Background: an optimization exercise with open tools, aiming at small area, a short achievable clock period and few clock cycles. Do not read the settings as production practice.
Function was checked by simulation only, so behaviour that the tests miss may differ from the original.
Power and IR drop assume default switching activity.

Setup of run a:
// MyDesign
module MyDesign (
  input   wire dut_run,
  output  reg  dut_busy,
  input   wire reset_b,
  input   wire clk,
  output wire        input_sram_write_enable,
  output wire [11:0] input_sram_write_addresss,
  output wire [15:0] input_sram_write_data,
  output reg  [11:0] input_sram_read_address,
  input  wire [15:0] input_sram_read_data,
  output reg         output_sram_write_enable,
  output reg  [11:0] output_sram_write_addresss,
  output reg  [15:0] output_sram_write_data,
  output wire [11:0] output_sram_read_address,
  input  wire [15:0] output_sram_read_data,
  output reg         scratchpad_sram_write_enable,
  output wire [11:0] scratchpad_sram_write_addresss,
  output wire [15:0] scratchpad_sram_write_data,
  output wire [11:0] scratchpad_sram_read_address,
  input  wire [15:0] scratchpad_sram_read_data,
  output wire        weights_sram_write_enable,
  output wire [11:0] weights_sram_write_addresss,
  output wire [15:0] weights_sram_write_data,
  output wire [11:0] weights_sram_read_address,
  input  wire [15:0] weights_sram_read_data
);
Size in the first run: ~49000 µm² of cells after synthesis.
clock: 10.0 ns
lec_check: 0
abc_area: 1
cap_margin: 50
core_margin: 2
core_utilization: 60
cts_buf_list: sky130_fd_sc_hd__clkbuf_16
cts_cluster_diameter: 80
cts_cluster_size: 16
slew_margin: 70
standard.sh (not shown) runs the stock make flow with config.mk's settings and CLKGATE_MAP_FILE= SYNTH_SCRIPT=/design/flow/synth_recipe.tcl, a recipe that flattens the netlist after the stock synthesis.
==> flow/flow/run.sh <==
#!/bin/bash
# Standard layout, with one netlist pass between synthesis and floorplan:
# flow/polarity.py removes inverters between full adders (a full adder is
# self-dual, so it can take its inputs in the other polarity). Registers and
# all other logic stay as the standard synthesis made them. Every port still
# gets a buffer, of a faster cell (buf_2) than the one buffer_ports picks.
set -uo pipefail
W=$PWD
R=$W/orfs/results/$FLOW_PLATFORM/MyDesign/base
LIB=$FLOW_HOME/platforms/$FLOW_PLATFORM/lib/sky130_fd_sc_hd__tt_025C_1v80.lib

bash standard.sh synth > $W/synth.log 2>&1 || { echo "synthesis failed"; exit 1; }

cp $R/1_2_yosys.v $W/1_2_yosys.standard.v
if python3 flow/polarity.py $W/1_2_yosys.standard.v $W/1_2_yosys.polarity.v "$LIB" > $W/polarity.log 2>&1; then
  # the synthesis netlist is now newer than 1_synth.odb: make rebuilds it
  cp $W/1_2_yosys.polarity.v $R/1_2_yosys.v
  echo "polarity pass applied"
else
  echo "polarity pass failed, keeping the standard netlist"
fi

bash standard.sh "BUFFER_PORTS_ARGS=-buffer_cell sky130_fd_sc_hd__buf_2" finish > $W/finish.log 2>&1 || { echo "layout failed"; exit 1; }
Other scripts of this flow, unchanged in this note and not shown: flow/flow/polarity.py
Testbench counts of run a, summed over its fixed seeds: cycles 34,066.
> inputs changed (run a -> run b)
diff --git a/flow/design.v b/flow/design.v
--- a/flow/design.v
+++ b/flow/design.v
@@ -142,32 +142,30 @@
   reg [9:0] cacc;           
   reg [15:0] kw;            
   reg [5:0] kacc;
   assign weights_sram_read_address = {9'd0, waddr};
   function [9:0] gneg;      
     input [7:0] k;
     gneg = {3'd0, k[7] & ~(k[6] & k[5]), 1'b0, k[5] & ~(k[4] & k[3]), 1'b0,
             k[3] & ~(k[2] & k[1]), 1'b0, k[1]};
   endfunction
-  reg [2:0] waddrn;
-  wire [2:0] wa_cur = ~waddrn;
-  wire [2:0] wa_nx = (mode == M_IDLE) ? 3'd0 : (wa_cur != 3'd4) ? wa_cur + 3'd1 : wa_cur;
   always @(posedge clk) begin
     if (~reset_b) begin
       waddr <= 3'd0;
-      waddrn <= 3'd7;
       kld <= 6'd0;
       kacc <= 6'd0;
     end else begin
       kld <= {kld[4:0], start};
       kacc <= kld;
-      waddr <= wa_nx;
-      waddrn <= ~wa_nx;
+      if (mode == M_IDLE)
+        waddr <= 3'd0;
+      else if (waddr != 3'd4)
+        waddr <= waddr + 3'd1;
     end
   end
   reg [3:0] onn0, onn1, onn2, onn3, onn4, onn5, onn6, onn7, onn8;
   reg [3:0] twn0, twn1, twn2, twn3, twn4, twn5, twn6, twn7, twn8;
   reg [3:0] ngn0, ngn1, ngn2, ngn3, ngn4, ngn5, ngn6, ngn7, ngn8;
   function [3:0] bone;
     input [7:0] k;
     bone = {k[6] ^ k[5], k[4] ^ k[3], k[2] ^ k[1], k[0]};
   endfunction
@@ -210,29 +208,28 @@
       lstd <= {lstd[4:0], lst0};
       ed <= {ed[2:0], stop};
       scratchpad_sram_write_enable <= dv1;
     end
     phi1 <= phi; w1 <= w;
     ph2 <= phi1;              
     wa2 <= ~{phi1, w1};
   end
   assign scratchpad_sram_write_addresss = {7'd0, wa2};
-  reg [15:0] ri1, ri1n, ri2n, rs1n, rs2n;
+  reg [15:0] ri1, ri2, rs1, rs2;
   always @(posedge clk) begin
-    ri1 <= input_sram_read_data;
-    ri1n <= ~input_sram_read_data; ri2n <= ri1n;
-    rs1n <= ~scratchpad_sram_read_data; rs2n <= rs1n;
+    ri1 <= input_sram_read_data; ri2 <= ri1;
+    rs1 <= scratchpad_sram_read_data; rs2 <= rs1;
   end
   assign scratchpad_sram_write_data = ri1;
-  wire [7:0] in0 = ph2 ? ~rs2n[7:0] : ~rs1n[15:8];
-  wire [7:0] in1 = ph2 ? ~rs1n[7:0] : scratchpad_sram_read_data[15:8];
-  wire [7:0] in2 = ph2 ? ~ri2n[7:0] : ~ri1n[15:8];
-  wire [7:0] in3 = ph2 ? ~ri1n[7:0] : input_sram_read_data[15:8];
+  wire [7:0] in0 = ph2 ? rs2[7:0] : rs1[15:8];
+  wire [7:0] in1 = ph2 ? rs1[7:0] : scratchpad_sram_read_data[15:8];
+  wire [7:0] in2 = ph2 ? ri2[7:0] : ri1[15:8];
+  wire [7:0] in3 = ph2 ? ri1[7:0] : input_sram_read_data[15:8];
   reg [7:0] w0_0, w0_1, w0_2, w1_0, w1_1, w1_2, w2_0, w2_1, w2_2, w3_0, w3_1, w3_2;
   always @(posedge clk) begin
     w0_0 <= w0_1; w0_1 <= w0_2; w0_2 <= ~in0;
     w1_0 <= w1_1; w1_1 <= w1_2; w1_2 <= ~in1;
     w2_0 <= w2_1; w2_1 <= w2_2; w2_2 <= ~in2;
     w3_0 <= w3_1; w3_1 <= w3_2; w3_2 <= ~in3;
   end
   wire ue_0, ue_1; assign {ue_1, ue_0} = {1'b0, (~ngn0[0] ^ (~onn0[0] & ~w0_0[0]))} + {1'b0, (~ngn1[0] ^ (~onn1[0] & ~w0_1[0]))} + {1'b0, (~ngn2[0] ^ (~onn2[0] & ~w0_2[0]))};
   wire ue_2, ue_3; assign {ue_3, ue_2} = {1'b0, (~ngn3[0] ^ (~onn3[0] & ~w1_0[0]))} + {1'b0, (~ngn4[0] ^ (~onn4[0] & ~w1_1[0]))} + {1'b0, (~ngn5[0] ^ (~onn5[0] & ~w1_2[0]))};
==> summary.txt <==
- Run b: PASS, flow complete, no timing, DRC or antenna violations
- Of run b and run a, it is run b that has the lower clock skew.
- Between run b and run a, it is run b whose fraction of final layout cells with drive strength greater than 1 is lower, by 0.22 points.
- Compared with run a, run b shows a lower sequential share of layout area.
- [diff] switching power, run b relative to run a: improvement
- Power down 2.2% in run b wrt run a
- Relative to run a, run b degrades minimum setup slack in the final design.
- Total number of sequential cells is higher on run a
- Maximum fanout count along the critical path, run a and run b: smaller value in run b
- Cell count: run a and run b compared, lower one is run b
- Global router's overall resource usage: run b vs run a down 0.38 points
Testbench counts of run b, summed over its fixed seeds: cycles 34,066.

[port drivers added, routing unchanged]
Ports are ideal in the flow. The routed layouts listed here were re-timed in OpenROAD.
Step 1: set_driving_cell puts a clkbuf_16 on clk and a buf_2 on each other input, an assumption about the parent block.
Step 2 moves the port delays by t, midway between the first and last clock arrival at a register: inputs arrive t later, outputs are due t later. That takes back most of the time a late clock gives input paths.
a / b / c = ideal ports / drivers / drivers and shift; a / b = the first two.
run | t (ns) | setup WS [ns] | worst setup path at the end | latest minus earliest clock arrival (ns) | worst slew at a driven data input, ns
run a | 0.713 | 6.827 / 6.800 / 6.163 | input to register | 0.083 / 0.084 | 0.04
run b | 0.706 | 6.792 / 6.720 / 6.472 | input to register | 0.056 / 0.057 | 0.05
After both steps every run listed still meets setup and hold. The setup slack of run a, which loses most, moves by -0.027 ns with the drivers and by -0.664 ns with both steps.
